What follows belongs to an exercise in optimizing a design on an open flow for small area; a production flow would make more cautious choices. At most, simulation tests tie the RTL to the original design; equivalence was not proved. Function not checked in runs 1 and 2: the RTL went through the layout flow alone.

==> design.v <==
`timescale 1ns / 1ps
`default_nettype none
module ibis_texture_mapper
#(parameter TILE_SIZE_POW2_MAX = 9,
  parameter WIDTH = 11)
 (input wire logic aclk,
  input wire logic aresetn,
  input wire logic enable,
  input wire logic unsigned [6:0] write_registers,
  input wire logic unsigned [WIDTH - 1:0] x,
  input wire logic unsigned [WIDTH - 1:0] y,
  input wire logic unsigned [2:0] texture_power2,
  input wire logic signed [17:0] texture_matrixA,
  input wire logic signed [17:0] texture_matrixB,
  input wire logic signed [17:0] texture_matrixC,
  input wire logic signed [17:0] texture_matrixD,
  input wire logic signed [17:0] texture_translateX,
  input wire logic signed [17:0] texture_translateY,
  output logic unsigned [(TILE_SIZE_POW2_MAX * 2) - 1:0] map_address,
  output logic stencil_test,
  output logic stencil_step,
  output logic ready);
  logic [4:0] r_js;
  always_ff @(posedge aclk) begin
    if(!aresetn) r_js <= 5'b00000;
    else if(enable) r_js <= {r_js[3:0], ~r_js[4]};
  end
  wire ph0 = ~r_js[4] & ~r_js[0];
  wire ph1 =  r_js[0] & ~r_js[1];
  wire ph2 =  r_js[1] & ~r_js[2];
  wire ph3 =  r_js[2] & ~r_js[3];
  wire ph4 =  r_js[3] & ~r_js[4];
  wire ph5 =  r_js[4] &  r_js[0];
  wire ph6 = ~r_js[0] &  r_js[1];
  wire ph7 = ~r_js[1] &  r_js[2];
  wire ph8 = ~r_js[2] &  r_js[3];
  wire ph9 = ~r_js[3] &  r_js[4];
  logic [2:0] r_tp;  
  logic signed [17:0] r_A, r_B, r_C, r_D, r_Tx, r_Ty;
  logic [5:0] r_w;
  wire wr = enable & ph0;
  always_ff @(posedge aclk) begin
    if(!aresetn) begin
      r_tp <= 3'd4;
      r_w <= 6'b0;
    end else begin
      if(wr & write_registers[6]) r_tp <= texture_power2;
      if(wr) r_w <= r_w | write_registers[5:0];
    end
  end
  always_ff @(posedge aclk) begin
    if(wr & write_registers[4]) r_Tx <= texture_translateX;
    if(wr & write_registers[5]) r_Ty <= texture_translateY;
    if(wr & write_registers[0]) r_A <= texture_matrixA;
    if(wr & write_registers[1]) r_B <= texture_matrixB;
    if(wr & write_registers[2]) r_C <= texture_matrixC;
    if(wr & write_registers[3]) r_D <= texture_matrixD;
  end
  logic [9:0] r_xh, r_yh;
  wire [9:0] xh_n, yh_n;
  wire [17:0] tx = r_Tx & {18{r_w[4]}};
  wire [17:0] ty = r_Ty & {18{r_w[5]}};
  ibis_tm_rca #(10) u_xh(.a({1'b0, x[8:0]}), .b(~tx[17:8]), .ci(~|tx[7:0]), .s(xh_n));
  ibis_tm_rca #(10) u_yh(.a({1'b0, y[8:0]}), .b(~ty[17:8]), .ci(~|ty[7:0]), .s(yh_n));
  always_ff @(posedge aclk) begin
    if(enable & ph1) r_xh <= xh_n;
    if(enable & ph3) r_yh <= yh_n;
  end
  wire useY = ph2 | ph4 | ph6 | ph8;
  wire hi   = ph3 | ph4 | ph7 | ph8;
  wire start = ph1 | ph5;
  wire [7:0] tlo = useY ? ty[7:0] : tx[7:0];
  wire [8:0] lo_c;
  wire [7:0] lo;  
  assign lo_c[0] = 1'b1;
  for(genvar i = 0; i < 8; i++) begin: g_neg
    assign lo[i] = ~tlo[i] ^ lo_c[i];
    assign lo_c[i + 1] = ~tlo[i] & lo_c[i];
  end
  wire [9:0] hv = useY ? r_yh : r_xh;
  wire [10:0] win = hi ? {hv, 1'b0} : {2'b00, lo, 1'b0};
  wire selA = enable & (ph1 | ph3);
  wire selB = enable & (ph2 | ph4);
  wire selC = enable & (ph5 | ph7);
  wire selD = enable & (ph6 | ph8);
  wire [17:0] msel = ({18{selA & r_w[0]}} & r_A) | ({18{selB & r_w[1]}} & r_B)
                   | ({18{selC & r_w[2]}} & r_C) | ({18{selD & r_w[3]}} & r_D)
                   | {9'b0, (selA & ~r_w[0]) | (selD & ~r_w[3]), 8'b0};
  logic signed [27:0] r_S;
  logic signed [27:0] acc_in;
  always_comb begin
    if(enable & start) acc_in = 28'sd1 << (17 + r_tp);
    else if(enable & (ph3 | ph7)) acc_in = r_S >>> 8;
    else acc_in = r_S;
  end
  wire [27:0] sum;
  ibis_tm_mac u_mac(.m(msel), .win(win), .acc(acc_in), .sum(sum));
  always_ff @(posedge aclk) begin
    r_S <= sum;
  end
  function automatic logic zero_hi(input logic [27:0] h, input logic [2:0] tp);
    logic [7:0] m;
    m = 8'hff << tp;  
    zero_hi = ~|h[27:18] & ~|(h[17:10] & m);
  endfunction
  logic [8:0] r_uk;  
  logic r_zu;        
  always_ff @(posedge aclk) begin
    if(enable & ph4) begin
      r_uk <= sum[16:8];
      r_zu <= zero_hi(sum, r_tp);
    end
  end
  logic r_sx, r_sy, r_tx, r_ty;
  always_ff @(posedge aclk) begin
    if(!aresetn) begin
      r_sx <= 1'b0;
      r_sy <= 1'b0;
    end else begin
      if(enable & ph6) r_sx <= r_zu;
      if(enable & ph8) r_sy <= zero_hi(sum, r_tp);
    end
  end
  always_ff @(posedge aclk) begin
    if(enable & ph8) begin
      r_tx <= ~r_uk[r_tp];
      r_ty <= ~sum[8 + r_tp];
    end
  end
  logic [17:0] r_addr;
  wire [17:0] addr_n;
  wire [8:0] amask = ~(9'h1fc << r_tp);
  wire [17:0] av = {9'b0, r_S[16:8] & amask} << 2;
  wire [17:0] av1 = r_tp[0] ? {av[16:0], 1'b0} : av;
  wire [17:0] av2 = r_tp[1] ? {av1[15:0], 2'b0} : av1;
  wire [17:0] av3 = r_tp[2] ? {av2[13:0], 4'b0} : av2;
  assign addr_n = av3 | {9'b0, r_uk & amask};
  always_ff @(posedge aclk) begin
    if(enable & ph9) r_addr <= addr_n;
  end
  assign map_address = r_addr;
  assign ready = ph9;
  assign stencil_test = r_sx & r_sy;
  assign stencil_step = r_tx & r_ty;
endmodule
module ibis_tm_mac(input wire [17:0] m, input wire [10:0] win, input wire [27:0] acc, output wire [27:0] sum);
  wire [18:0] m1 = {m[17], m};
  wire [18:0] m2 = {m, 1'b0};
  wire neg0 = win[2];
  wire one0 = win[1] ^ win[0];
  wire two0 = (win[2] & ~win[1] & ~win[0]) | (~win[2] & win[1] & win[0]);
  wire [18:0] r0 = ((m1 ^ {19{neg0}}) & {19{one0}}) | ((m2 ^ {19{neg0}}) & {19{two0}});
  wire nz0 = neg0 & (one0 | two0);
  wire neg1 = win[4];
  wire one1 = win[3] ^ win[2];
  wire two1 = (win[4] & ~win[3] & ~win[2]) | (~win[4] & win[3] & win[2]);
  wire [18:0] r1 = ((m1 ^ {19{neg1}}) & {19{one1}}) | ((m2 ^ {19{neg1}}) & {19{two1}});
  wire nz1 = neg1 & (one1 | two1);
  wire neg2 = win[6];
  wire one2 = win[5] ^ win[4];
  wire two2 = (win[6] & ~win[5] & ~win[4]) | (~win[6] & win[5] & win[4]);
  wire [18:0] r2 = ((m1 ^ {19{neg2}}) & {19{one2}}) | ((m2 ^ {19{neg2}}) & {19{two2}});
  wire nz2 = neg2 & (one2 | two2);
  wire neg3 = win[8];
  wire one3 = win[7] ^ win[6];
  wire two3 = (win[8] & ~win[7] & ~win[6]) | (~win[8] & win[7] & win[6]);
  wire [18:0] r3 = ((m1 ^ {19{neg3}}) & {19{one3}}) | ((m2 ^ {19{neg3}}) & {19{two3}});
  wire nz3 = neg3 & (one3 | two3);
  wire neg4 = win[10];
  wire one4 = win[9] ^ win[8];
  wire two4 = (win[10] & ~win[9] & ~win[8]) | (~win[10] & win[9] & win[8]);
  wire [18:0] r4 = ((m1 ^ {19{neg4}}) & {19{one4}}) | ((m2 ^ {19{neg4}}) & {19{two4}});
  wire nz4 = neg4 & (one4 | two4);
  wire t1 = r0[8] ^ r1[6];
  wire t2 = r0[8] & r1[6];
  wire t3 = r0[9] ^ r1[7];
  wire t4 = r0[9] & r1[7];
  wire t5 = r0[10] ^ r1[8];
  wire t6 = r0[10] & r1[8];
  wire t7 = r0[11] ^ r1[9];
  wire t8 = r0[11] & r1[9];
  wire t9 = r0[12] ^ r1[10];
  wire t10 = r0[12] & r1[10];
  wire t11 = r0[13] ^ r1[11];
  wire t12 = r0[13] & r1[11];
  wire t13 = r0[14] ^ r1[12];
  wire t14 = r0[14] & r1[12];
  wire t15 = r0[15] ^ r1[13];
  wire t16 = r0[15] & r1[13];
  wire t17 = r0[16] ^ r1[14];
  wire t18 = r0[16] & r1[14];
  wire t19 = r0[17] ^ r1[15];
  wire t20 = r0[17] & r1[15];
  wire t21 = 1'b1 ^ ~r0[18] ^ r1[16];
  wire t22 = (1'b1 & ~r0[18]) | (1'b1 & r1[16]) | (~r0[18] & r1[16]);
  wire t23 = 1'b1 ^ r1[17];
  wire t24 = 1'b1 & r1[17];
  wire t25 = r0[4] ^ r1[2];
  wire t26 = r0[4] & r1[2];
  wire t27 = r0[5] ^ r1[3];
  wire t28 = r0[5] & r1[3];
  wire t29 = r0[6] ^ r1[4] ^ r2[2];
  wire t30 = (r0[6] & r1[4]) | (r0[6] & r2[2]) | (r1[4] & r2[2]);
  wire t31 = r3[0] ^ nz3;
  wire t32 = r3[0] & nz3;
  wire t33 = r0[7] ^ r1[5] ^ r2[3];
  wire t34 = (r0[7] & r1[5]) | (r0[7] & r2[3]) | (r1[5] & r2[3]);
  wire t35 = r3[1] ^ acc[7];
  wire t36 = r3[1] & acc[7];
  wire t37 = t1 ^ r2[4] ^ r3[2];
  wire t38 = (t1 & r2[4]) | (t1 & r3[2]) | (r2[4] & r3[2]);
  wire t39 = r4[0] ^ nz4 ^ acc[8];
  wire t40 = (r4[0] & nz4) | (r4[0] & acc[8]) | (nz4 & acc[8]);
  wire t41 = t3 ^ r2[5] ^ r3[3];
  wire t42 = (t3 & r2[5]) | (t3 & r3[3]) | (r2[5] & r3[3]);
  wire t43 = r4[1] ^ acc[9] ^ t2;
  wire t44 = (r4[1] & acc[9]) | (r4[1] & t2) | (acc[9] & t2);
  wire t45 = t5 ^ r2[6] ^ r3[4];
  wire t46 = (t5 & r2[6]) | (t5 & r3[4]) | (r2[6] & r3[4]);
  wire t47 = r4[2] ^ acc[10] ^ t4;
  wire t48 = (r4[2] & acc[10]) | (r4[2] & t4) | (acc[10] & t4);
  wire t49 = t7 ^ r2[7] ^ r3[5];
  wire t50 = (t7 & r2[7]) | (t7 & r3[5]) | (r2[7] & r3[5]);
  wire t51 = r4[3] ^ acc[11] ^ t6;
  wire t52 = (r4[3] & acc[11]) | (r4[3] & t6) | (acc[11] & t6);
  wire t53 = t9 ^ r2[8] ^ r3[6];
  wire t54 = (t9 & r2[8]) | (t9 & r3[6]) | (r2[8] & r3[6]);
  wire t55 = r4[4] ^ acc[12] ^ t8;
  wire t56 = (r4[4] & acc[12]) | (r4[4] & t8) | (acc[12] & t8);
  wire t57 = t11 ^ r2[9] ^ r3[7];
  wire t58 = (t11 & r2[9]) | (t11 & r3[7]) | (r2[9] & r3[7]);
  wire t59 = r4[5] ^ acc[13] ^ t10;
  wire t60 = (r4[5] & acc[13]) | (r4[5] & t10) | (acc[13] & t10);
  wire t61 = t13 ^ r2[10] ^ r3[8];
  wire t62 = (t13 & r2[10]) | (t13 & r3[8]) | (r2[10] & r3[8]);
  wire t63 = r4[6] ^ acc[14] ^ t12;
  wire t64 = (r4[6] & acc[14]) | (r4[6] & t12) | (acc[14] & t12);
  wire t65 = t15 ^ r2[11] ^ r3[9];
  wire t66 = (t15 & r2[11]) | (t15 & r3[9]) | (r2[11] & r3[9]);
  wire t67 = r4[7] ^ acc[15] ^ t14;
  wire t68 = (r4[7] & acc[15]) | (r4[7] & t14) | (acc[15] & t14);
  wire t69 = t17 ^ r2[12] ^ r3[10];
  wire t70 = (t17 & r2[12]) | (t17 & r3[10]) | (r2[12] & r3[10]);
  wire t71 = r4[8] ^ acc[16] ^ t16;
  wire t72 = (r4[8] & acc[16]) | (r4[8] & t16) | (acc[16] & t16);
  wire t73 = t19 ^ r2[13] ^ r3[11];
  wire t74 = (t19 & r2[13]) | (t19 & r3[11]) | (r2[13] & r3[11]);
  wire t75 = r4[9] ^ acc[17] ^ t18;
  wire t76 = (r4[9] & acc[17]) | (r4[9] & t18) | (acc[17] & t18);
  wire t77 = t21 ^ r2[14] ^ r3[12];
  wire t78 = (t21 & r2[14]) | (t21 & r3[12]) | (r2[14] & r3[12]);
  wire t79 = r4[10] ^ acc[18] ^ t20;
  wire t80 = (r4[10] & acc[18]) | (r4[10] & t20) | (acc[18] & t20);
  wire t81 = t23 ^ r2[15] ^ r3[13];
  wire t82 = (t23 & r2[15]) | (t23 & r3[13]) | (r2[15] & r3[13]);
  wire t83 = r4[11] ^ acc[19] ^ t22;
  wire t84 = (r4[11] & acc[19]) | (r4[11] & t22) | (acc[19] & t22);
  wire t85 = ~r1[18] ^ r2[16] ^ r3[14];
  wire t86 = (~r1[18] & r2[16]) | (~r1[18] & r3[14]) | (r2[16] & r3[14]);
  wire t87 = r4[12] ^ acc[20] ^ t24;
  wire t88 = (r4[12] & acc[20]) | (r4[12] & t24) | (acc[20] & t24);
  wire t89 = 1'b1 ^ r2[17] ^ r3[15];
  wire t90 = (1'b1 & r2[17]) | (1'b1 & r3[15]) | (r2[17] & r3[15]);
  wire t91 = r4[13] ^ acc[21];
  wire t92 = r4[13] & acc[21];
  wire t93 = ~r2[18] ^ r3[16] ^ r4[14];
  wire t94 = (~r2[18] & r3[16]) | (~r2[18] & r4[14]) | (r3[16] & r4[14]);
  wire t95 = 1'b1 ^ r3[17];
  wire t96 = 1'b1 & r3[17];
  wire t97 = r0[2] ^ r1[0];
  wire t98 = r0[2] & r1[0];
  wire t99 = r0[3] ^ r1[1];
  wire t100 = r0[3] & r1[1];
  wire t101 = t25 ^ r2[0] ^ nz2;
  wire t102 = (t25 & r2[0]) | (t25 & nz2) | (r2[0] & nz2);
  wire t103 = t27 ^ r2[1] ^ acc[5];
  wire t104 = (t27 & r2[1]) | (t27 & acc[5]) | (r2[1] & acc[5]);
  wire t105 = t29 ^ t31 ^ acc[6];
  wire t106 = (t29 & t31) | (t29 & acc[6]) | (t31 & acc[6]);
  wire t107 = t33 ^ t35 ^ t30;
  wire t108 = (t33 & t35) | (t33 & t30) | (t35 & t30);
  wire t109 = t37 ^ t39 ^ t34;
  wire t110 = (t37 & t39) | (t37 & t34) | (t39 & t34);
  wire t111 = t41 ^ t43 ^ t38;
  wire t112 = (t41 & t43) | (t41 & t38) | (t43 & t38);
  wire t113 = t45 ^ t47 ^ t42;
  wire t114 = (t45 & t47) | (t45 & t42) | (t47 & t42);
  wire t115 = t49 ^ t51 ^ t46;
  wire t116 = (t49 & t51) | (t49 & t46) | (t51 & t46);
  wire t117 = t53 ^ t55 ^ t50;
  wire t118 = (t53 & t55) | (t53 & t50) | (t55 & t50);
  wire t119 = t57 ^ t59 ^ t54;
  wire t120 = (t57 & t59) | (t57 & t54) | (t59 & t54);
  wire t121 = t61 ^ t63 ^ t58;
  wire t122 = (t61 & t63) | (t61 & t58) | (t63 & t58);
  wire t123 = t65 ^ t67 ^ t62;
  wire t124 = (t65 & t67) | (t65 & t62) | (t67 & t62);
  wire t125 = t69 ^ t71 ^ t66;
  wire t126 = (t69 & t71) | (t69 & t66) | (t71 & t66);
  wire t127 = t73 ^ t75 ^ t70;
  wire t128 = (t73 & t75) | (t73 & t70) | (t75 & t70);
  wire t129 = t77 ^ t79 ^ t74;
  wire t130 = (t77 & t79) | (t77 & t74) | (t79 & t74);
  wire t131 = t81 ^ t83 ^ t78;
  wire t132 = (t81 & t83) | (t81 & t78) | (t83 & t78);
  wire t133 = t85 ^ t87 ^ t82;
  wire t134 = (t85 & t87) | (t85 & t82) | (t87 & t82);
  wire t135 = t89 ^ t91 ^ t86;
  wire t136 = (t89 & t91) | (t89 & t86) | (t91 & t86);
  wire t137 = t93 ^ acc[22] ^ t90;
  wire t138 = (t93 & acc[22]) | (t93 & t90) | (acc[22] & t90);
  wire t139 = t95 ^ r4[15] ^ acc[23];
  wire t140 = (t95 & r4[15]) | (t95 & acc[23]) | (r4[15] & acc[23]);
  wire t141 = ~r3[18] ^ r4[16] ^ acc[24];
  wire t142 = (~r3[18] & r4[16]) | (~r3[18] & acc[24]) | (r4[16] & acc[24]);
  wire t143 = 1'b1 ^ r4[17];
  wire t144 = 1'b1 & r4[17];
  wire t145 = r0[0] ^ nz0;
  wire t146 = r0[0] & nz0;
  wire t147 = r0[1] ^ acc[1];
  wire t148 = r0[1] & acc[1];
  wire t149 = t97 ^ nz1 ^ acc[2];
  wire t150 = (t97 & nz1) | (t97 & acc[2]) | (nz1 & acc[2]);
  wire t151 = t99 ^ acc[3] ^ t98;
  wire t152 = (t99 & acc[3]) | (t99 & t98) | (acc[3] & t98);
  wire t153 = t101 ^ acc[4] ^ t100;
  wire t154 = (t101 & acc[4]) | (t101 & t100) | (acc[4] & t100);
  wire t155 = t103 ^ t26 ^ t102;
  wire t156 = (t103 & t26) | (t103 & t102) | (t26 & t102);
  wire t157 = t105 ^ t28 ^ t104;
  wire t158 = (t105 & t28) | (t105 & t104) | (t28 & t104);
  wire t159 = t107 ^ t32 ^ t106;
  wire t160 = (t107 & t32) | (t107 & t106) | (t32 & t106);
  wire t161 = t109 ^ t36 ^ t108;
  wire t162 = (t109 & t36) | (t109 & t108) | (t36 & t108);
  wire t163 = t111 ^ t40 ^ t110;
  wire t164 = (t111 & t40) | (t111 & t110) | (t40 & t110);
  wire t165 = t113 ^ t44 ^ t112;
  wire t166 = (t113 & t44) | (t113 & t112) | (t44 & t112);
  wire t167 = t115 ^ t48 ^ t114;
  wire t168 = (t115 & t48) | (t115 & t114) | (t48 & t114);
  wire t169 = t117 ^ t52 ^ t116;
  wire t170 = (t117 & t52) | (t117 & t116) | (t52 & t116);
  wire t171 = t119 ^ t56 ^ t118;
  wire t172 = (t119 & t56) | (t119 & t118) | (t56 & t118);
  wire t173 = t121 ^ t60 ^ t120;
  wire t174 = (t121 & t60) | (t121 & t120) | (t60 & t120);
  wire t175 = t123 ^ t64 ^ t122;
  wire t176 = (t123 & t64) | (t123 & t122) | (t64 & t122);
  wire t177 = t125 ^ t68 ^ t124;
  wire t178 = (t125 & t68) | (t125 & t124) | (t68 & t124);
  wire t179 = t127 ^ t72 ^ t126;
  wire t180 = (t127 & t72) | (t127 & t126) | (t72 & t126);
  wire t181 = t129 ^ t76 ^ t128;
  wire t182 = (t129 & t76) | (t129 & t128) | (t76 & t128);
  wire t183 = t131 ^ t80 ^ t130;
  wire t184 = (t131 & t80) | (t131 & t130) | (t80 & t130);
  wire t185 = t133 ^ t84 ^ t132;
  wire t186 = (t133 & t84) | (t133 & t132) | (t84 & t132);
  wire t187 = t135 ^ t88 ^ t134;
  wire t188 = (t135 & t88) | (t135 & t134) | (t88 & t134);
  wire t189 = t137 ^ t92 ^ t136;
  wire t190 = (t137 & t92) | (t137 & t136) | (t92 & t136);
  wire t191 = t139 ^ t94 ^ t138;
  wire t192 = (t139 & t94) | (t139 & t138) | (t94 & t138);
  wire t193 = t141 ^ t96 ^ t140;
  wire t194 = (t141 & t96) | (t141 & t140) | (t96 & t140);
  wire t195 = t143 ^ acc[25] ^ t142;
  wire t196 = (t143 & acc[25]) | (t143 & t142) | (acc[25] & t142);
  wire t197 = ~r4[18] ^ acc[26] ^ t144;
  wire t198 = (~r4[18] & acc[26]) | (~r4[18] & t144) | (acc[26] & t144);
  wire t199 = 1'b1 ^ acc[27];
  wire t200 = 1'b1 & acc[27];
  wire [27:0] t201 = {t199, t197, t195, t193, t191, t189, t187, t185, t183, t181, t179, t177, t175, t173, t171, t169, t167, t165, t163, t161, t159, t157, t155, t153, t151, t149, t147, t145};
  wire [27:0] t202 = {t198, t196, t194, t192, t190, t188, t186, t184, t182, t180, t178, t176, t174, t172, t170, t168, t166, t164, t162, t160, t158, t156, t154, t152, t150, t148, t146, acc[0]};
  wire fp0_0 = t201[0] ^ t202[0];
  wire fg0_0 = t201[0] & t202[0];
  wire fp0_1 = t201[1] ^ t202[1];
  wire fg0_1 = t201[1] & t202[1];
  wire fp0_2 = t201[2] ^ t202[2];
  wire fg0_2 = t201[2] & t202[2];
  wire fp0_3 = t201[3] ^ t202[3];
  wire fg0_3 = t201[3] & t202[3];
  wire fp0_4 = t201[4] ^ t202[4];
  wire fg0_4 = t201[4] & t202[4];
  wire fp0_5 = t201[5] ^ t202[5];
  wire fg0_5 = t201[5] & t202[5];
  wire fp0_6 = t201[6] ^ t202[6];
  wire fg0_6 = t201[6] & t202[6];
  wire fp0_7 = t201[7] ^ t202[7];
  wire fg0_7 = t201[7] & t202[7];
  wire fp0_8 = t201[8] ^ t202[8];
  wire fg0_8 = t201[8] & t202[8];
  wire fp0_9 = t201[9] ^ t202[9];
  wire fg0_9 = t201[9] & t202[9];
  wire fp0_10 = t201[10] ^ t202[10];
  wire fg0_10 = t201[10] & t202[10];
  wire fp0_11 = t201[11] ^ t202[11];
  wire fg0_11 = t201[11] & t202[11];
  wire fp0_12 = t201[12] ^ t202[12];
  wire fg0_12 = t201[12] & t202[12];
  wire fp0_13 = t201[13] ^ t202[13];
  wire fg0_13 = t201[13] & t202[13];
  wire fp0_14 = t201[14] ^ t202[14];
  wire fg0_14 = t201[14] & t202[14];
  wire fp0_15 = t201[15] ^ t202[15];
  wire fg0_15 = t201[15] & t202[15];
  wire fp0_16 = t201[16] ^ t202[16];
  wire fg0_16 = t201[16] & t202[16];
  wire fp0_17 = t201[17] ^ t202[17];
  wire fg0_17 = t201[17] & t202[17];
  wire fp0_18 = t201[18] ^ t202[18];
  wire fg0_18 = t201[18] & t202[18];
  wire fp0_19 = t201[19] ^ t202[19];
  wire fg0_19 = t201[19] & t202[19];
  wire fp0_20 = t201[20] ^ t202[20];
  wire fg0_20 = t201[20] & t202[20];
  wire fp0_21 = t201[21] ^ t202[21];
  wire fg0_21 = t201[21] & t202[21];
  wire fp0_22 = t201[22] ^ t202[22];
  wire fg0_22 = t201[22] & t202[22];
  wire fp0_23 = t201[23] ^ t202[23];
  wire fg0_23 = t201[23] & t202[23];
  wire fp0_24 = t201[24] ^ t202[24];
  wire fg0_24 = t201[24] & t202[24];
  wire fp0_25 = t201[25] ^ t202[25];
  wire fg0_25 = t201[25] & t202[25];
  wire fp0_26 = t201[26] ^ t202[26];
  wire fg0_26 = t201[26] & t202[26];
  wire fp0_27 = t201[27] ^ t202[27];
  wire fg0_27 = t201[27] & t202[27];
  wire fg_1 = fg0_1 | (fp0_1 & fg0_0);
  wire fpp_1 = fp0_1 & fp0_0;
  wire fg_2 = fg0_3 | (fp0_3 & fg0_2);
  wire fpp_2 = fp0_3 & fp0_2;
  wire fg_3 = fg0_5 | (fp0_5 & fg0_4);
  wire fpp_3 = fp0_5 & fp0_4;
  wire fg_4 = fg0_7 | (fp0_7 & fg0_6);
  wire fpp_4 = fp0_7 & fp0_6;
  wire fg_5 = fg0_9 | (fp0_9 & fg0_8);
  wire fpp_5 = fp0_9 & fp0_8;
  wire fg_6 = fg0_11 | (fp0_11 & fg0_10);
  wire fpp_6 = fp0_11 & fp0_10;
  wire fg_7 = fg0_13 | (fp0_13 & fg0_12);
  wire fpp_7 = fp0_13 & fp0_12;
  wire fg_8 = fg0_15 | (fp0_15 & fg0_14);
  wire fpp_8 = fp0_15 & fp0_14;
  wire fg_9 = fg0_17 | (fp0_17 & fg0_16);
  wire fpp_9 = fp0_17 & fp0_16;
  wire fg_10 = fg0_19 | (fp0_19 & fg0_18);
  wire fpp_10 = fp0_19 & fp0_18;
  wire fg_11 = fg0_21 | (fp0_21 & fg0_20);
  wire fpp_11 = fp0_21 & fp0_20;
  wire fg_12 = fg0_23 | (fp0_23 & fg0_22);
  wire fpp_12 = fp0_23 & fp0_22;
  wire fg_13 = fg0_25 | (fp0_25 & fg0_24);
  wire fpp_13 = fp0_25 & fp0_24;
  wire fg_14 = fg0_27 | (fp0_27 & fg0_26);
  wire fpp_14 = fp0_27 & fp0_26;
  wire fg_15 = fg_2 | (fpp_2 & fg_1);
  wire fpp_15 = fpp_2 & fpp_1;
  wire fg_16 = fg_4 | (fpp_4 & fg_3);
  wire fpp_16 = fpp_4 & fpp_3;
  wire fg_17 = fg_6 | (fpp_6 & fg_5);
  wire fpp_17 = fpp_6 & fpp_5;
  wire fg_18 = fg_8 | (fpp_8 & fg_7);
  wire fpp_18 = fpp_8 & fpp_7;
  wire fg_19 = fg_10 | (fpp_10 & fg_9);
  wire fpp_19 = fpp_10 & fpp_9;
  wire fg_20 = fg_12 | (fpp_12 & fg_11);
  wire fpp_20 = fpp_12 & fpp_11;
  wire fg_21 = fg_14 | (fpp_14 & fg_13);
  wire fpp_21 = fpp_14 & fpp_13;
  wire fg_22 = fg_16 | (fpp_16 & fg_15);
  wire fpp_22 = fpp_16 & fpp_15;
  wire fg_23 = fg_18 | (fpp_18 & fg_17);
  wire fpp_23 = fpp_18 & fpp_17;
  wire fg_24 = fg_20 | (fpp_20 & fg_19);
  wire fpp_24 = fpp_20 & fpp_19;
  wire fg_25 = fg_23 | (fpp_23 & fg_22);
  wire fpp_25 = fpp_23 & fpp_22;
  wire fg_26 = fg_24 | (fpp_24 & fg_25);
  wire fpp_26 = fpp_24 & fpp_25;
  wire fg_27 = fg_17 | (fpp_17 & fg_22);
  wire fpp_27 = fpp_17 & fpp_22;
  wire fg_28 = fg_19 | (fpp_19 & fg_25);
  wire fpp_28 = fpp_19 & fpp_25;
  wire fg_29 = fg_21 | (fpp_21 & fg_26);
  wire fpp_29 = fpp_21 & fpp_26;
  wire fg_30 = fg_3 | (fpp_3 & fg_15);
  wire fpp_30 = fpp_3 & fpp_15;
  wire fg_31 = fg_5 | (fpp_5 & fg_22);
  wire fpp_31 = fpp_5 & fpp_22;
  wire fg_32 = fg_7 | (fpp_7 & fg_27);
  wire fpp_32 = fpp_7 & fpp_27;
  wire fg_33 = fg_9 | (fpp_9 & fg_25);
  wire fpp_33 = fpp_9 & fpp_25;
  wire fg_34 = fg_11 | (fpp_11 & fg_28);
  wire fpp_34 = fpp_11 & fpp_28;
  wire fg_35 = fg_13 | (fpp_13 & fg_26);
  wire fpp_35 = fpp_13 & fpp_26;
  wire fg_36 = fg0_2 | (fp0_2 & fg_1);
  wire fpp_36 = fp0_2 & fpp_1;
  wire fg_37 = fg0_4 | (fp0_4 & fg_15);
  wire fpp_37 = fp0_4 & fpp_15;
  wire fg_38 = fg0_6 | (fp0_6 & fg_30);
  wire fpp_38 = fp0_6 & fpp_30;
  wire fg_39 = fg0_8 | (fp0_8 & fg_22);
  wire fpp_39 = fp0_8 & fpp_22;
  wire fg_40 = fg0_10 | (fp0_10 & fg_31);
  wire fpp_40 = fp0_10 & fpp_31;
  wire fg_41 = fg0_12 | (fp0_12 & fg_27);
  wire fpp_41 = fp0_12 & fpp_27;
  wire fg_42 = fg0_14 | (fp0_14 & fg_32);
  wire fpp_42 = fp0_14 & fpp_32;
  wire fg_43 = fg0_16 | (fp0_16 & fg_25);
  wire fpp_43 = fp0_16 & fpp_25;
  wire fg_44 = fg0_18 | (fp0_18 & fg_33);
  wire fpp_44 = fp0_18 & fpp_33;
  wire fg_45 = fg0_20 | (fp0_20 & fg_28);
  wire fpp_45 = fp0_20 & fpp_28;
  wire fg_46 = fg0_22 | (fp0_22 & fg_34);
  wire fpp_46 = fp0_22 & fpp_34;
  wire fg_47 = fg0_24 | (fp0_24 & fg_26);
  wire fpp_47 = fp0_24 & fpp_26;
  wire fg_48 = fg0_26 | (fp0_26 & fg_35);
  wire fpp_48 = fp0_26 & fpp_35;
  assign sum[0] = fp0_0 ^ 1'b0;
  assign sum[1] = fp0_1 ^ fg0_0;
  assign sum[2] = fp0_2 ^ fg_1;
  assign sum[3] = fp0_3 ^ fg_36;
  assign sum[4] = fp0_4 ^ fg_15;
  assign sum[5] = fp0_5 ^ fg_37;
  assign sum[6] = fp0_6 ^ fg_30;
  assign sum[7] = fp0_7 ^ fg_38;
  assign sum[8] = fp0_8 ^ fg_22;
  assign sum[9] = fp0_9 ^ fg_39;
  assign sum[10] = fp0_10 ^ fg_31;
  assign sum[11] = fp0_11 ^ fg_40;
  assign sum[12] = fp0_12 ^ fg_27;
  assign sum[13] = fp0_13 ^ fg_41;
  assign sum[14] = fp0_14 ^ fg_32;
  assign sum[15] = fp0_15 ^ fg_42;
  assign sum[16] = fp0_16 ^ fg_25;
  assign sum[17] = fp0_17 ^ fg_43;
  assign sum[18] = fp0_18 ^ fg_33;
  assign sum[19] = fp0_19 ^ fg_44;
  assign sum[20] = fp0_20 ^ fg_28;
  assign sum[21] = fp0_21 ^ fg_45;
  assign sum[22] = fp0_22 ^ fg_34;
  assign sum[23] = fp0_23 ^ fg_46;
  assign sum[24] = fp0_24 ^ fg_26;
  assign sum[25] = fp0_25 ^ fg_47;
  assign sum[26] = fp0_26 ^ fg_35;
  assign sum[27] = fp0_27 ^ fg_48;
endmodule
module ibis_tm_rca #(parameter N = 10)
 (input wire logic [N - 1:0] a,
  input wire logic [N - 1:0] b,
  input wire logic ci,
  output logic [N - 1:0] s);
  wire [N:0] c;
  assign c[0] = ci;
  for(genvar i = 0; i < N; i++) begin: g_bit
    assign s[i] = a[i] ^ b[i] ^ c[i];
    assign c[i + 1] = (a[i] & b[i]) | (a[i] & c[i]) | (b[i] & c[i]);
  end
endmodule
==> constraint.sdc <==
create_clock -name core_clock -period 10.0 [get_ports {aclk}]
set_input_delay 2.0000 -clock core_clock [delete_from_list [all_inputs] [get_ports {aclk}]]
set_output_delay 2.0000 -clock core_clock [all_outputs]
set_load 0.01 [all_outputs]
==> standard.sh <==
#!/bin/bash
# synth_recipe.tcl (not shown) runs the flow's synth.tcl, then flattens the netlist and writes it again
# the make line also repeats each setting of config.mk as NAME=value (left out here)
make -C /OpenROAD-flow-scripts/flow DESIGN_CONFIG=/design/flow/config.mk WORK_HOME=/design/flow/orfs CLKGATE_MAP_FILE= SYNTH_SCRIPT=/design/flow/synth_recipe.tcl "${@:-finish}"
==> config.mk <==
export PLATFORM = sky130hd
export DESIGN_NAME = ibis_texture_mapper
export DESIGN_NICKNAME = ibis_texture_mapper
export VERILOG_FILES = /design/flow/design.v
export SDC_FILE = /design/flow/constraint.sdc
export NUM_CORES = 4
export LEC_CHECK = 0
export ABC_AREA = 1
export CAP_MARGIN = 20
export CORE_MARGIN = 2
export CORE_UTILIZATION = 40
export SLEW_MARGIN = 20
==> flow/abc_area.script <==
strash
dc2
dch -f
map -a
topo
==> flow/run.sh <==
#!/bin/bash
set -euo pipefail
here=$(pwd)
rm -rf "$here/orfs_scripts"
cp -r "$FLOW_HOME/scripts" "$here/orfs_scripts"
cp "$here/flow/abc_area.script" "$here/orfs_scripts/abc_area.script"
export SCRIPTS_DIR="$here/orfs_scripts"
export SYNTH_ARGS="-noabc"
export BUFFER_PORTS_ARGS="-buffer_cell sky130_fd_sc_hd__buf_1"
export CTS_ARGS="-sink_clustering_enable -repair_clock_nets -dont_use_dummy_load -sink_clustering_size 8 -sink_clustering_max_diameter 40 -buf_list sky130_fd_sc_hd__clkbuf_4"
bash standard.sh > standard.log 2>&1
==> qor.txt, run 1 <==
Synth top area share = 0.370
Post-CTS Setup Bufs = 0
MaxCap Viol Count = 0
count leader, synth = edfxtp_1
worst reg2reg endpoint = r_sy
TNS Setup = 0 ps
Fill cells = 2996
Final ANT Viol Nets = 0
Remaining Overflow, GRT = 0
#FFs+latches synth = 202
Final #Nets = 1756
Slowest cell on crit path = fa_1
Root Driver = clkbuf_4
worst-case clock buffer depth = 3
Max-slew headroom = 0.371
Register-to-Register Path Depth = 48
starting density of the core = 0.406
total CTS buffers = 38
worst clock skew = 49.7 ps
RSZ-0062 raised after global routing = false
fraction of registers with async set/reset = 0
# hold bufs at CTS = 0
library cells used by synthesis = 31
Synthesized Nets = 1510
share of post-route cells with drive strength above 1 = 0.0744
DP Cell Count = 1815
Yosys top cell by area = edfxtp_1
initial antenna violation count = 1
Seq/Total Area, Yosys = 0.439
fin crit share = 0.921
list of most frequent post-synthesis cells = edfxtp_1, clkinv_1, nand2_1, nor2_1, fa_1
Post-Route WL = 30800 um
floorplan row count = 65
Worst-Margin Slew = 940 ps
IO Pins = 164
Pins Over Slew Limit = 0
cell mode on critical path = nand2_1
post-DR vias/cell = 5.16
Syn Area/Cell = 10.6 sq um
die area = 0.0335 sq mm
TritonCTS clock tree = built
Top FF cell, synth = edfxtp_1
die width = 183 um
Die Y-Extent = 183 um
Final Non-Filler Cells = 1858
Worst Path Required = 10550 ps
CP max FO = 18
final setup vio count = 0
Peak Freq = 109 MHz
gpl congestion = 0.879
Worst Setup EP = r_sy
vias in the first global route = 9415
I/O Buffers = 159
most area-consuming cells after synthesis = edfxtp_1, fa_1, dfxtp_1
outcome = timing/DRC/antenna clean
worst setup path class = in -> reg
CP Data Arrival Time = 9760 ps
Worst Setup SP = enable
Initial DRT Pass Iterations = 5
Post-Place Cell Area = 0.0143 sq mm
CP delay by family, top = simple AND/OR/NAND/NOR gates
H-tree levels = 2
Sink Count = 202
cell count after synthesis = 1207
first-pass GRT wire length = 50200 um
Synth-to-Final Area Change = 14.4%
Hold Fails Final Rpt = 0
Tot GR Track Use = 0.190
worst skew pair latency = 610 ps
CP Buf/Inv Count = 8
DP HPWL = 24800 um
crit-path max cell delay = 590 ps
initial drt markers = 547
Setup crit end kind = register
minimum clock period = 9210 ps
final instance area = 0.0147 sq mm
post-layout util = 0.464
r2r startpoint = r_js[2]
EDFF count, synth = 158
Core Footprint = 0.0316 sq mm
R2R Setup Slk = 960 ps
Mapped Area = 0.0128 sq mm
clk slew on worst S/H paths = 90 ps
Ys Warns = 1
Hold/Removal Path Class = reg -> reg
Crit path depth = 45
vias post-DR = 9596
DR WL/cell = 16.6 um
Setup crit start kind = input port
DRC = 0
pin count of the biggest net entering global routing = 28
## what timing repair did
item	in CTS	in global routing
endpoints found under the setup margin	0	2
gates resized for setup	0	11
endpoints found under the hold margin	0	0
## how the worst min path moves through the flow
stage                     startpoint        end  slack (ps)  depth (start not counted)
after floorplan              r_uk[1]  r_addr[1]         420                          0
after global placement        r_w[1]     r_w[1]         440                          2
after detailed placement     r_uk[1]  r_addr[1]         450                          0
after CTS                     r_w[0]     r_w[0]         460                          2
after global routing          r_w[1]     r_w[1]         490                          2
final                         r_w[1]     r_w[1]         460                          2
## metal layers
layer | share of wire | global-route usage
met1 | 0.50 | 0.288
met2 | 0.43 | 0.287
met3 | 0.054 | 0.0264
met4 | 0.020 | 0.0483
met5 | 0 | 0
## through the flow
step	hold WS (ps)	setup slack, ps
after global routing	493	15.5
final	457	794
after CTS	465	307
after detailed placement	450	-105
after floorplan	421	136
after global placement	444	-24.0
## flip-flops by register name, summed over array words and instances (netlist names), 3 cells and up
name / count
r_w: 6
r_Tx: 18
r_uk: 9
r_js: 5
r_C: 18
r_yh: 10
r_Ty: 18
r_addr: 18
r_A: 18
r_S: 28
r_B: 18
r_tp: 3
r_xh: 10
r_D: 18
## area by class of cell
class,count,area (sq um),area share
Antenna cell,5,12.5,0.000854
Multi-Input combinational cell,854,6680,0.456
Inverter,151,567,0.0387
Clock buffer,38,285,0.0195
Tap cell,402,503,0.0343
Sequential cell,202,5630,0.384
Timing Repair Buffer,206,987,0.0674
## cells by family after synthesis
logic type | synth area share
AO/OA/AOI/OAI | 0.131
XOR/XNOR | 0.0657
adder cells (fa/ha/maj) | 0.219
buffers and inverters | 0.0443
flip-flops | 0.439
multiplexers | 0.000782
AND/OR/NAND/NOR | 0.100
## worst min-delay path, stage by stage (launching register included)
cell and delay, ps:
dfxtp_1 300, clkinv_1 60, a21oi_1 60
## cell usage in the layout, fill, tap and decap left out, types with 2 or more instances in the layout
cell,instances
a211oi_1,5
a21oi_1,81
a221oi_1,3
a22oi_1,27
a31oi_1,19
and2_2,2
buf_1,159
buf_12,3
buf_4,44
clkbuf_4,38
clkinv_1,150
dfxtp_1,44
diode_2,5
edfxtp_1,158
fa_1,107
ha_1,53
nand2_1,136
nand3_1,32
nand4_1,12
nor2_1,115
nor3_1,6
nor3_2,2
o211ai_1,4
o21ai_0,55
o21ai_1,4
o21ai_2,2
o21bai_1,3
o22a_2,3
o22ai_1,69
o41ai_1,2
or2_2,6
xnor2_1,27
xor2_1,69
==> run 2: changes to the inputs <==
--- a/config.mk
+++ b/config.mk
@@ -9,4 +9,5 @@
 export CAP_MARGIN = 20
 export CORE_MARGIN = 2
 export CORE_UTILIZATION = 40
+export GPL_TIMING_DRIVEN = 0
 export SLEW_MARGIN = 20
==> run 2 against run 1 <==
Compared with the run above: still clean; non-clock buffer count shrank 23; cell count is 1.2% lower; worst setup slack got worse by 290 ps.
==> qor.txt, run 2 <==
Top FF cell, synth = edfxtp_1
Synthesized Nets = 1510 (unchanged)
TNS Setup = 0 ps (unchanged)
Register-to-Register Path Depth = 41 (-15%)
CP max FO = 12 (-6)
Pins Over Slew Limit = 0 (unchanged)
Crit path depth = 40 (-11%)
worst clock skew = 40.9 ps (-8.72 ps)
MaxCap Viol Count = 0 (unchanged)
DP HPWL = 24500 um (-1.3%)
Top reg by flops = r_S
Remaining Overflow, GRT = 0 (unchanged)
list of most frequent post-synthesis cells = edfxtp_1, clkinv_1, nand2_1, nor2_1, fa_1
pin count of the biggest net entering global routing = 27 (-3.6%)
count leader, synth = edfxtp_1
XOR/XNOR share of the synthesized area = 0.0657 (unchanged)
multiplexer share of the synthesized area = 0.000782 (unchanged)
crit-path max cell delay = 640 ps (+50 ps)
EDFF count, synth = 158 (unchanged)
I/O Buffers = 159 (unchanged)
worst skew pair latency = 610 ps (about the same)
gpl congestion = 0.878 (-0.11%)
IO Pins = 164 (unchanged)
Peak Freq = 105 MHz (-3.1%)
H-tree levels = 2 (unchanged)
Synth-to-Final Area Change = 14.4% (about the same)
TritonCTS clock tree = built
Sink Count = 202 (unchanged)
hold depth = 2 (unchanged)
initial antenna violation count = 1 (unchanged)
DP Cell Count = 1776 (-2.1%)
Ys Warns = 1 (unchanged)
#FFs+latches synth = 202 (unchanged)
Worst Path Required = 10550 ps (about the same)
cell count after synthesis = 1207 (unchanged)
Slowest cell on crit path = a221oi_2
Hold Fails Final Rpt = 0 (unchanged)
main combinational cell family by area after synthesis = adder cells
share of post-route cells with drive strength above 1 = 0.0770 (+0.00255)
fin crit share = 0.950 (+0.0294)
library cells used by synthesis = 31 (unchanged)
DR WL/cell = 17.2 um (+3.8%)
Worst-Margin Slew = 1030 ps (+94.3 ps)
Setup crit end kind = register
vias in the first global route = 9511 (+1.0%)
clk slew on worst S/H paths = 90 ps (about the same)
DR top layer = met4
Die Y-Extent = 183 um (unchanged)
Synth top area share = 0.370 (unchanged)
Seq/Total Area, Yosys = 0.439 (unchanged)
die width = 183 um (unchanged)
initial drt markers = 482 (-12%)
die area = 0.0335 sq mm (unchanged)
register area = 0.00563 sq mm (about the same)
post-DR vias/cell = 5.20 (+0.74%)
worst-case clock buffer depth = 3 (unchanged)
Mapped Area = 0.0128 sq mm (unchanged)
Final Non-Filler Cells = 1836 (-1.2%)
total CTS buffers = 35 (-7.9%)
commonest non-fill, non-tap cells in the layout = buf_1, edfxtp_1, clkinv_1
Fill cells = 3012 (+0.53%)
Max-slew headroom = 0.310 (-0.0605)
Syn Area/Cell = 10.6 sq um (unchanged)
starting density of the core = 0.406 (unchanged)
R2R Setup Slk = 820 ps (-140 ps)
Final ANT Viol Nets = 0 (unchanged)
Core Footprint = 0.0316 sq mm (unchanged)
Hold/Removal Path Class = reg -> reg
adder-cell share of the synthesized area = 0.219 (unchanged)
simple logic cell fraction of the synthesized area = 0.100 (unchanged)
outcome = timing/DRC/antenna clean
max FFs per register = 28 (unchanged)
vias post-DR = 9553 (-0.45%)
CP Buf/Inv Count = 3 (-5)
cell mode on critical path = nand2_1
compound-gate portion of the synthesized area = 0.131 (unchanged)
Initial DRT Pass Iterations = 7 (+2)
most area-consuming cells after synthesis = edfxtp_1, fa_1, dfxtp_1
CP delay by family, top = simple AND/OR/NAND/NOR gates
Final #Nets = 1734 (-1.3%)
worst setup path class = in -> reg
final setup vio count = 0 (unchanged)
CP Data Arrival Time = 10050 ps (+290 ps)
floorplan row count = 65 (unchanged)
minimum clock period = 9500 ps (+294 ps)
met3 wire len = 1930 um (+16%)
M1 WL = 15100 um (-0.94%)
Multi-input gate area = 0.00686 sq mm (+2.7%)
RSZ-0062 raised after global routing = false
Root Driver = clkbuf_4
fraction of registers with async set/reset = 0 (unchanged)
Post-Route WL = 31600 um (+2.6%)
Yosys top cell by area = edfxtp_1
Setup crit start kind = input port
first-pass GRT wire length = 50600 um (+0.76%)
Tot GR Track Use = 0.194 (+0.00360)
post-layout util = 0.464 (about the same)
DRC = 0 (unchanged)
met2 routed WL = 13800 um (+4.2%)
[run 2: changes by cell type in the layout (fill, tap and decap cells not counted), sizes merged]
cell      before  now
nand3         33   34
clkbuf        38   35
clkinv       150  148
o21ai         61   63
clkinvlp       0    3
buf          206  183
[run 2: layout make-up]
| type | instances | area share |
|---|---|---|
| clock buffers | 35 | 0.0179 |
| well taps | 402 | 0.0343 |
| repair inverters | 1 | 0.000342 |
| diodes | 5 | 0.000854 |
| repair buffers | 183 | 0.0550 |
| inverters | 151 | 0.0395 |
| multi-input cells | 857 | 0.468 |
| flip-flops and latches | 202 | 0.384 |
[run 2: cell families after synthesis]
group | after synthesis
simple gates | 314
compound gates | 283
flops | 202
fa+ha+maj | 160
buf+inv | 151
xor+xnor | 96
mux | 1
[run 2: per-layer routing]
layer | track usage | vias up
li1 | - | 4677
met3 | 0.0308 | 51
met5 | 0 | -
met2 | 0.297 | 318
met1 | 0.285 | 4507
met4 | 0.0522 | 0
[run 2: path summary, 6_finish.rpt]
check	startpoint	to
worst max-delay path	enable	r_sy
worst min-delay path	r_w[1]	r_w[1]
worst max register to register	r_js[3]	r_sy
worst min register to register	r_w[1]	r_w[1]
[run 2: stage by stage]
step / instance area, sq um / hold WS [ps] / worst slack [ps]
finish: 14700 / 463 / 501
global route: 14700 / 510 / 2.28
CTS: 14400 / 469 / 32.0
detailed placement: 14000 / 460 / -2450
global placement: 13900 / 432 / -2830
floorplan: 12800 / 421 / 136
[run 2: what timing repair did]
action / in CTS / in global routing
endpoints found under the hold margin: 0 / 0
pin swaps: 3 / 8
cloned: 2 / 2
buffers inserted: 2 / 13
endpoints found under the setup margin: 6 / 2
hold buffers: 0 / 0
gates resized for setup: 20 / 15
[run 2: worst register-to-register path: cells and delay by family, from the launching register on]
kind	cells	cell delay, ps
compound gates	5	950
fa+ha+maj	5	2260
buf+inv	6	1440
xor+xnor	1	170
flops	1	440
simple gates	24	3850
==> run 3: changes to the inputs <==
--- a/design.v
+++ b/design.v
@@ -56,20 +56,19 @@
     if(wr & write_registers[2]) r_C <= texture_matrixC;
     if(wr & write_registers[3]) r_D <= texture_matrixD;
   end
+  wire useT_y = ph2 | ph3 | ph4 | ph6 | ph8;
+  wire [17:0] tsel = useT_y ? (r_Ty & {18{r_w[5]}}) : (r_Tx & {18{r_w[4]}});
   logic [9:0] r_xh, r_yh;
-  wire [9:0] xh_n, yh_n;
-  wire [17:0] tx = r_Tx & {18{r_w[4]}};
-  wire [17:0] ty = r_Ty & {18{r_w[5]}};
-  ibis_tm_rca #(10) u_xh(.a({1'b0, x[8:0]}), .b(~tx[17:8]), .ci(~|tx[7:0]), .s(xh_n));
-  ibis_tm_rca #(10) u_yh(.a({1'b0, y[8:0]}), .b(~ty[17:8]), .ci(~|ty[7:0]), .s(yh_n));
+  wire [9:0] xyh_n;
+  ibis_tm_rca #(10) u_xyh(.a({1'b0, ph3 ? y[8:0] : x[8:0]}), .b(~tsel[17:8]), .ci(~|tsel[7:0]), .s(xyh_n));
   always_ff @(posedge aclk) begin
-    if(enable & ph1) r_xh <= xh_n;
-    if(enable & ph3) r_yh <= yh_n;
+    if(enable & ph1) r_xh <= xyh_n;
+    if(enable & ph3) r_yh <= xyh_n;
   end
   wire useY = ph2 | ph4 | ph6 | ph8;
   wire hi   = ph3 | ph4 | ph7 | ph8;
   wire start = ph1 | ph5;
-  wire [7:0] tlo = useY ? ty[7:0] : tx[7:0];
+  wire [7:0] tlo = tsel[7:0];
   wire [8:0] lo_c;
   wire [7:0] lo;  
   assign lo_c[0] = 1'b1;
--- a/config.mk
+++ b/config.mk
@@ -9,5 +9,4 @@
 export CAP_MARGIN = 20
 export CORE_MARGIN = 2
 export CORE_UTILIZATION = 40
-export GPL_TIMING_DRIVEN = 0
 export SLEW_MARGIN = 20
==> run 3 against run 2 <==
Compared with the run above: global-route usage is 0.78 points lower; cell count fell by 5.3%; sequential cell count stayed put; synthesized cell count decreased by 8.6%; clock-buffer cell count unchanged; hold slack got worse by 19 ps; core utilization increased by 0.26 points; via count fell by 4.0%; still clean; maximum frequency is 3.8% higher.
==> qor.txt, run 3 <==
fraction of registers with async set/reset = 0 (unchanged)
library cells used by synthesis = 33 (+6.5%)
Root Driver = clkbuf_4
floorplan row count = 64 (-1.5%)
Ys Warns = 1 (unchanged)
CP Data Arrival Time = 9690 ps (-360 ps)
MaxCap Viol Count = 0 (unchanged)
die width = 180 um (-1.4%)
#FFs+latches synth = 202 (unchanged)
Seq/Total Area, Yosys = 0.452 (+0.0125)
Setup crit start kind = register
Synth top area share = 0.381 (+0.0106)
clk slew on worst S/H paths = 90 ps (about the same)
Die Y-Extent = 180 um (-1.4%)
Final ANT Viol Nets = 0 (unchanged)
Top FF cell, synth = edfxtp_1
most common cell after layout, fill and taps aside = buf_1
I/O Buffers = 159 (unchanged)
Final #Nets = 1638 (-5.5%)
Pins Over Slew Limit = 0 (unchanged)
count leader, synth = edfxtp_1
register area = 0.00563 sq mm (about the same)
EDFF count, synth = 158 (unchanged)
Peak Freq = 109 MHz (+3.8%)
Hold Fails Final Rpt = 0 (unchanged)
IO Pins = 164 (unchanged)
cell count after synthesis = 1103 (-8.6%)
pin count of the biggest net entering global routing = 26 (-3.7%)
Synthesized Nets = 1398 (-7.4%)
Top reg by flops = r_S
outcome = timing/DRC/antenna clean
Slowest cell on crit path = fa_1
final setup vio count = 0 (unchanged)
list of most frequent post-synthesis cells = edfxtp_1, nand2_1, clkinv_1, fa_1, nor2_1
crit-path max cell delay = 520 ps (-120 ps)
cell mode on critical path = nand3_1
total CTS buffers = 35 (unchanged)
Sink Count = 202 (unchanged)
gpl congestion = 0.883 (+0.49%)
share of post-route cells with drive strength above 1 = 0.0790 (+0.00207)
TritonCTS clock tree = built
vias in the first global route = 9301 (-2.2%)
Setup crit end kind = register
most area-consuming cells after synthesis = edfxtp_1, fa_1, dfxtp_1
Worst Path Required = 10530 ps (-20 ps)
Syn Area/Cell = 11.3 sq um (+6.4%)
Fill cells = 2893 (-4.0%)
fin crit share = 0.916 (-0.0344)
starting density of the core = 0.407 (+0.00120)
DP HPWL = 24000 um (-1.8%)
TNS Setup = 0 ps (unchanged)
worst-case clock buffer depth = 3 (unchanged)
Synth-to-Final Area Change = 14.7%
Max-slew headroom = 0.390 (+0.0799)
DRC = 0 (unchanged)
commonest non-fill, non-tap cells in the layout = buf_1, edfxtp_1, nand2_1
Core Footprint = 0.0306 sq mm (-3.1%)
Yosys top cell by area = edfxtp_1
initial antenna violation count = 1 (unchanged)
Post-Route WL = 30100 um (-4.5%)
die area = 0.0326 sq mm (-2.7%)
post-layout util = 0.467 (+0.00259)
Tot GR Track Use = 0.186 (-0.00785)
worst skew pair latency = 630 ps (+20 ps)
Hold/Removal Path Class = reg -> reg
Worst-Margin Slew = 911 ps (-123 ps)
CP max FO = 18 (+6)
RSZ-0062 raised after global routing = false
H-tree levels = 2 (unchanged)
Multi-input gate area = 0.00656 sq mm (-4.3%)
vias post-DR = 9173 (-4.0%)
max FFs per register = 28 (unchanged)
worst clock skew = 132 ps (+91.4 ps)
Remaining Overflow, GRT = 0 (unchanged)
DR WL/cell = 17.3 um (+0.84%)
worst setup path class = reg -> reg
Initial DRT Pass Iterations = 5 (-2)
post-DR vias/cell = 5.28 (+1.4%)
first-pass GRT wire length = 48600 um (-3.9%)
minimum clock period = 9160 ps (-344 ps)
Mapped Area = 0.0125 sq mm (-2.8%)
initial drt markers = 455 (-5.6%)
[run 3: changes by cell type after synthesis, moves of 8 or more]
cell / before / now
mux2i_1: 1 / 11
nor2_1: 116 / 91
a31oi_1: 20 / 3
nand4_1: 12 / 1
nand2_1: 136 / 106
a21oi_1: 82 / 72
a32oi_1: 0 / 25
xnor2_1: 27 / 36
fa_1: 107 / 98
nand3_1: 33 / 25
clkinv_1: 151 / 100
a32o_1: 0 / 9
nor3_1: 8 / 19
[run 3: what timing repair did]
item	in CTS	in global routing
setup endpoints to repair	0	2
resized for setup	0	16
buffers inserted	0	1
hold buffers	0	0
[run 3: cell type report]
cell class	count	area share
multi-input combinational	801	0.460
tap	396	0.0347
clock buffer	35	0.0184
sequential	202	0.394
timing repair buffer	203	0.0669
antenna	1	0.000175
inverter	100	0.0263
[run 3: layer usage]
metal  global-route usage  wire length [um]
met5                    0                 0
met1                0.273             14600
met3               0.0299              1810
met2                0.290             13400
met4               0.0406               370
[run 3: worst max-delay path, delay by kind of cell, from the launching register on]
family,cells,cell delay [ps]
xor+xnor,1,160
compound gates,8,1580
fa+ha+maj,11,3200
flops,1,400
simple gates,22,2800
buf+inv,7,1010
[run 3: worst paths after layout]
check / startpoint / depth (start not counted) / endpoint / slack [ps]
worst max register to register: r_js[2] / 49 / r_sy / 840
worst min-delay path: r_uk[1] / 0 / r_addr[1] / 440
worst max-delay path: r_js[2] / 49 / r_sy / 840
worst min register to register: r_uk[1] / 0 / r_addr[1] / 440
[run 3: cells by family (layout without fill, tap and decap cells)]
| kind of cell | count (synthesis) | after routing | share of synthesized area |
|---|---|---|---|
| AO/OA/AOI/OAI | 283 | 283 | 0.142 |
| XOR/XNOR | 106 | 106 | 0.0746 |
| adder cells (fa/ha/maj) | 152 | 152 | 0.212 |
| buffers and inverters | 100 | 338 | 0.0301 |
| flip-flops | 202 | 202 | 0.452 |
| multiplexers | 11 | 11 | 0.00884 |
| other | 0 | 1 | 0 |
| AND/OR/NAND/NOR | 249 | 249 | 0.0812 |
[run 3: metrics by stage]
| step | setup slack (ps) | instance area, sq um | hold WS [ps] | instances |
|---|---|---|---|---|
| floorplan | 10.9 | 12500 | 425 | 1103 |
| global placement | 138 | 13900 | 442 | 1701 |
| detailed placement | 23.9 | 13900 | 445 | 1701 |
| CTS | 94.1 | 14200 | 444 | 1736 |
| global route | 8.70 | 14300 | 463 | 1738 |
| finish | 845 | 14300 | 444 | 1738 |
==> run 4: changes to the inputs <==
--- a/design.v
+++ b/design.v
@@ -60,7 +60,8 @@
   wire [17:0] tsel = useT_y ? (r_Ty & {18{r_w[5]}}) : (r_Tx & {18{r_w[4]}});
   logic [9:0] r_xh, r_yh;
   wire [9:0] xyh_n;
-  ibis_tm_rca #(10) u_xyh(.a({1'b0, ph3 ? y[8:0] : x[8:0]}), .b(~tsel[17:8]), .ci(~|tsel[7:0]), .s(xyh_n));
+  wire tlo_nz = |tsel[7:0];
+  ibis_tm_rca #(10) u_xyh(.a({1'b0, ph3 ? y[8:0] : x[8:0]}), .b(~tsel[17:8]), .ci(~tlo_nz), .s(xyh_n));
   always_ff @(posedge aclk) begin
     if(enable & ph1) r_xh <= xyh_n;
     if(enable & ph3) r_yh <= xyh_n;
@@ -68,16 +69,8 @@
   wire useY = ph2 | ph4 | ph6 | ph8;
   wire hi   = ph3 | ph4 | ph7 | ph8;
   wire start = ph1 | ph5;
-  wire [7:0] tlo = tsel[7:0];
-  wire [8:0] lo_c;
-  wire [7:0] lo;  
-  assign lo_c[0] = 1'b1;
-  for(genvar i = 0; i < 8; i++) begin: g_neg
-    assign lo[i] = ~tlo[i] ^ lo_c[i];
-    assign lo_c[i + 1] = ~tlo[i] & lo_c[i];
-  end
   wire [9:0] hv = useY ? r_yh : r_xh;
-  wire [10:0] win = hi ? {hv, 1'b0} : {2'b00, lo, 1'b0};
+  wire [10:0] win = hi ? {hv, 1'b0} : {tlo_nz, tlo_nz, tsel[7:0], 1'b0};
   wire selA = enable & (ph1 | ph3);
   wire selB = enable & (ph2 | ph4);
   wire selC = enable & (ph5 | ph7);
@@ -93,7 +86,7 @@
     else acc_in = r_S;
   end
   wire [27:0] sum;
-  ibis_tm_mac u_mac(.m(msel), .win(win), .acc(acc_in), .sum(sum));
+  ibis_tm_mac u_mac(.m(msel), .win(win), .flip(~hi), .acc(acc_in), .sum(sum));
   always_ff @(posedge aclk) begin
     r_S <= sum;
   end
@@ -110,7 +103,7 @@
       r_zu <= zero_hi(sum, r_tp);
     end
   end
-  logic r_sx, r_sy, r_tx, r_ty;
+  logic r_sx, r_sy, r_step;
   always_ff @(posedge aclk) begin
     if(!aresetn) begin
       r_sx <= 1'b0;
@@ -122,8 +115,7 @@
   end
   always_ff @(posedge aclk) begin
     if(enable & ph8) begin
-      r_tx <= ~r_uk[r_tp];
-      r_ty <= ~sum[8 + r_tp];
+      r_step <= ~r_uk[r_tp] & ~sum[8 + r_tp];  
     end
   end
   logic [17:0] r_addr;
@@ -140,32 +132,32 @@
   assign map_address = r_addr;
   assign ready = ph9;
   assign stencil_test = r_sx & r_sy;
-  assign stencil_step = r_tx & r_ty;
+  assign stencil_step = r_step;
 endmodule
-module ibis_tm_mac(input wire [17:0] m, input wire [10:0] win, input wire [27:0] acc, output wire [27:0] sum);
+module ibis_tm_mac(input wire [17:0] m, input wire [10:0] win, input wire flip, input wire [27:0] acc, output wire [27:0] sum);
   wire [18:0] m1 = {m[17], m};
   wire [18:0] m2 = {m, 1'b0};
-  wire neg0 = win[2];
+  wire neg0 = win[2] ^ flip;
   wire one0 = win[1] ^ win[0];
   wire two0 = (win[2] & ~win[1] & ~win[0]) | (~win[2] & win[1] & win[0]);
   wire [18:0] r0 = ((m1 ^ {19{neg0}}) & {19{one0}}) | ((m2 ^ {19{neg0}}) & {19{two0}});
   wire nz0 = neg0 & (one0 | two0);
-  wire neg1 = win[4];
+  wire neg1 = win[4] ^ flip;
   wire one1 = win[3] ^ win[2];
   wire two1 = (win[4] & ~win[3] & ~win[2]) | (~win[4] & win[3] & win[2]);
   wire [18:0] r1 = ((m1 ^ {19{neg1}}) & {19{one1}}) | ((m2 ^ {19{neg1}}) & {19{two1}});
   wire nz1 = neg1 & (one1 | two1);
-  wire neg2 = win[6];
+  wire neg2 = win[6] ^ flip;
   wire one2 = win[5] ^ win[4];
   wire two2 = (win[6] & ~win[5] & ~win[4]) | (~win[6] & win[5] & win[4]);
   wire [18:0] r2 = ((m1 ^ {19{neg2}}) & {19{one2}}) | ((m2 ^ {19{neg2}}) & {19{two2}});
   wire nz2 = neg2 & (one2 | two2);
-  wire neg3 = win[8];
+  wire neg3 = win[8] ^ flip;
   wire one3 = win[7] ^ win[6];
   wire two3 = (win[8] & ~win[7] & ~win[6]) | (~win[8] & win[7] & win[6]);
   wire [18:0] r3 = ((m1 ^ {19{neg3}}) & {19{one3}}) | ((m2 ^ {19{neg3}}) & {19{two3}});
   wire nz3 = neg3 & (one3 | two3);
-  wire neg4 = win[10];
+  wire neg4 = win[10] ^ flip;
   wire one4 = win[9] ^ win[8];
   wire two4 = (win[10] & ~win[9] & ~win[8]) | (~win[10] & win[9] & win[8]);
   wire [18:0] r4 = ((m1 ^ {19{neg4}}) & {19{one4}}) | ((m2 ^ {19{neg4}}) & {19{two4}});
--- a/config.mk
+++ b/config.mk
@@ -6,7 +6,7 @@
 export NUM_CORES = 4
 export LEC_CHECK = 0
 export ABC_AREA = 1
-export CAP_MARGIN = 20
+export CAP_MARGIN = 0
 export CORE_MARGIN = 2
 export CORE_UTILIZATION = 40
-export SLEW_MARGIN = 20
+export SLEW_MARGIN = 0
==> run 4 against run 3 <==
Compared with the run above: register-to-register slack better by 390 ps; first-iteration DRC count up 9.9%; still clean; critical endpoint unchanged; global-route usage rose by 0.55 points; synthesized area down 1.2%; die area down 1.1%; via count fell by 1.3%; synthesized cell count decreased by 2.8%.
==> qor.txt, run 4 <==
Sink Count = 201 (-0.50%)
post-DR vias/cell = 5.28 (+0.12%)
TNS Setup = 0 ps (unchanged)
#FFs+latches synth = 201 (-0.50%)
Die Y-Extent = 179 um (-0.57%)
pin count of the biggest net entering global routing = 27 (+3.8%)
Fill cells = 2937 (+1.5%)
DRC = 0 (unchanged)
share of post-route cells with drive strength above 1 = 0.0721 (-0.00691)
EDFF count, synth = 157 (-0.63%)
Mapped Area = 0.0123 sq mm (-1.2%)
Synthesized Nets = 1360 (-2.7%)
Hold/Removal Path Class = reg -> reg
die area = 0.0322 sq mm (-1.1%)
I/O Buffers = 159 (unchanged)
Top FF cell, synth = edfxtp_1
cell mode on critical path = nand2_1
worst clock skew = 120 ps (-12.3 ps)
RSZ-0062 raised after global routing = false
Syn Area/Cell = 11.5 sq um (+1.7%)
die width = 179 um (-0.57%)
DP HPWL = 24300 um (+1.2%)
Slowest cell on crit path = a221oi_1
Synth-to-Final Area Change = 14.3%
# hold bufs at CTS = 0 (unchanged)
list of most frequent post-synthesis cells = edfxtp_1, clkinv_1, fa_1, nor2_1, o22ai_1
CP Data Arrival Time = 9760 ps (+70 ps)
total CTS buffers = 35 (unchanged)
Synth top area share = 0.383 (+0.00201)
Worst Setup SP = enable
IO Pins = 164 (unchanged)
DR WL/cell = 17.5 um (+0.93%)
initial antenna violation count = 1 (unchanged)
Initial DRT Pass Iterations = 5 (unchanged)
Seq/Total Area, Yosys = 0.455 (+0.00284)
Yosys top cell by area = edfxtp_1
Pins Over Slew Limit = 0 (unchanged)
CP max FO = 5 (-13)
library cells used by synthesis = 33 (unchanged)
most common cell after layout, fill and taps aside = buf_1
final setup vio count = 0 (unchanged)
Post-CTS Setup Bufs = 0 (unchanged)
Hold Fails Final Rpt = 0 (unchanged)
floorplan row count = 64 (unchanged)
worst setup path class = in -> reg
Top reg by flops = r_S
Resized Gates After CTS = 0 (unchanged)
most area-consuming cells after synthesis = edfxtp_1, fa_1, dfxtp_1
initial drt markers = 500 (+9.9%)
Tot GR Track Use = 0.191 (+0.00549)
max FFs per register = 28 (unchanged)
Setup crit end kind = register
clk slew on worst S/H paths = 90 ps (about the same)
fin crit share = 0.928 (+0.0122)
Hold Path Origin = r_w[4]
Remaining Overflow, GRT = 0 (unchanged)
Root Driver = clkbuf_4
Final #Nets = 1607 (-1.9%)
Max-slew headroom = 0.214 (-0.177)
Final ANT Viol Nets = 0 (unchanged)
minimum clock period = 9280 ps (+122 ps)
Setup crit start kind = input port
TritonCTS clock tree = built
PnR worst setup slack = 722 ps (-122 ps)
R2R Setup Slk = 1230 ps (+390 ps)
cell count after synthesis = 1072 (-2.8%)
commonest non-fill, non-tap cells in the layout = buf_1, edfxtp_1, clkinv_1
Worst-Margin Slew = 1180 ps (+268 ps)
pre-CTS setup slack = 131 ps (+107 ps)
r2r startpoint = r_js[2]
Post-Route WL = 30000 um (-0.46%)
worst skew pair latency = 630 ps (about the same)
vias in the first global route = 9267 (-0.37%)
Core Footprint = 0.0304 sq mm (-0.52%)
gpl congestion = 0.880 (-0.35%)
count leader, synth = edfxtp_1
outcome = timing/DRC/antenna clean
Ys Warns = 1 (unchanged)
H-tree levels = 2 (unchanged)
Peak Freq = 108 MHz (-1.3%)
MaxCap Viol Count = 0 (unchanged)
worst-case clock buffer depth = 3 (unchanged)
fraction of registers with async set/reset = 0 (unchanged)
first-pass GRT wire length = 49200 um (+1.3%)
crit-path max cell delay = 980 ps (+460 ps)
starting density of the core = 0.404 (-0.00259)
Worst Path Required = 10480 ps (-50 ps)
vias post-DR = 9057 (-1.3%)
[run 4: final timing paths]
check             endpoint  cells past startpoint
setup / recovery      r_sy                     35
hold / removal      r_w[4]                      2
setup reg to reg      r_sy                     41
hold reg to reg     r_w[4]                      2
[run 4: critical path: cells and delay by family]
kind / cells / cell delay, ps
fa+ha+maj: 6 / 2670
compound gates: 4 / 1600
xor+xnor: 1 / 210
buf+inv: 3 / 470
simple gates: 21 / 2820
[run 4: final cells by class]
| type | instances | area [sq um] | share of cell area |
|---|---|---|---|
| multi-input cells | 770 | 6340 | 0.451 |
| flip-flops and latches | 201 | 5600 | 0.398 |
| repair buffers | 210 | 992 | 0.0705 |
| well taps | 396 | 495 | 0.0352 |
| inverters | 101 | 379 | 0.0269 |
| clock buffers | 35 | 263 | 0.0187 |
| diodes | 1 | 2.50 | 0.000178 |
[run 4: kinds of logic after synthesis]
group,Yosys count,synth area share
flip-flops,201,0.455
multiplexers,12,0.00976
buffers and inverters,101,0.0308
AO/OA/AOI/OAI,285,0.148
AND/OR/NAND/NOR,222,0.0742
adder cells (fa/ha/maj),145,0.207
XOR/XNOR,106,0.0754
[run 4: routing by layer]
| metal | global-route usage | routed length [um] |
|---|---|---|
| met1 | 0.281 | 14300 |
| met2 | 0.293 | 13100 |
| met3 | 0.0318 | 1890 |
| met4 | 0.0537 | 675 |
| met5 | 0 | 0 |
[run 4: metrics by stage]
step	std cells	hold slack (ps)	cell area, sq um	utilization
6_report	1714	452	14100	0.462
5_1_grt	1714	479	14100	0.462
4_1_cts	1713	451	14100	0.462
3_5_place_dp	1678	439	13800	0.454
3_3_place_gp	1678	437	13800	0.454
2_1_floorplan	1072	425	12300	-

[re-timing with driven ports]
The flow's constraints put no driver on any port. The routed layouts listed below were extracted and timed again, unchanged, in two steps. Step 1, drivers: a clkbuf_16 drives aclk and a buf_2 each remaining input, both assumed. Step 2 times the ports against the registers' clock, not the clock port: input delays grow and output delays shrink by t, the midpoint of the rising clock arrivals with the driver on. Slacks: no drivers / after step 1 / after step 2; pairs: no drivers / after step 1.
run	t (ns)	setup slack, ns	latest minus earliest clock arrival (ns)
run 1	0.641	0.794 / 0.800 / 0.159	0.049 / 0.050
run 2	0.643	0.501 / 0.535 / -0.108	0.041 / 0.042
run 3	0.609	0.845 / 0.845 / 0.384	0.132 / 0.132
run 4	0.614	0.722 / 0.730 / 0.116	0.120 / 0.120
With both steps, setup timing fails in run 2, where it was met with ideal ports. The setup slack of run 1, which loses most, moves by +0.006 ns with the drivers and by -0.635 ns with both steps.
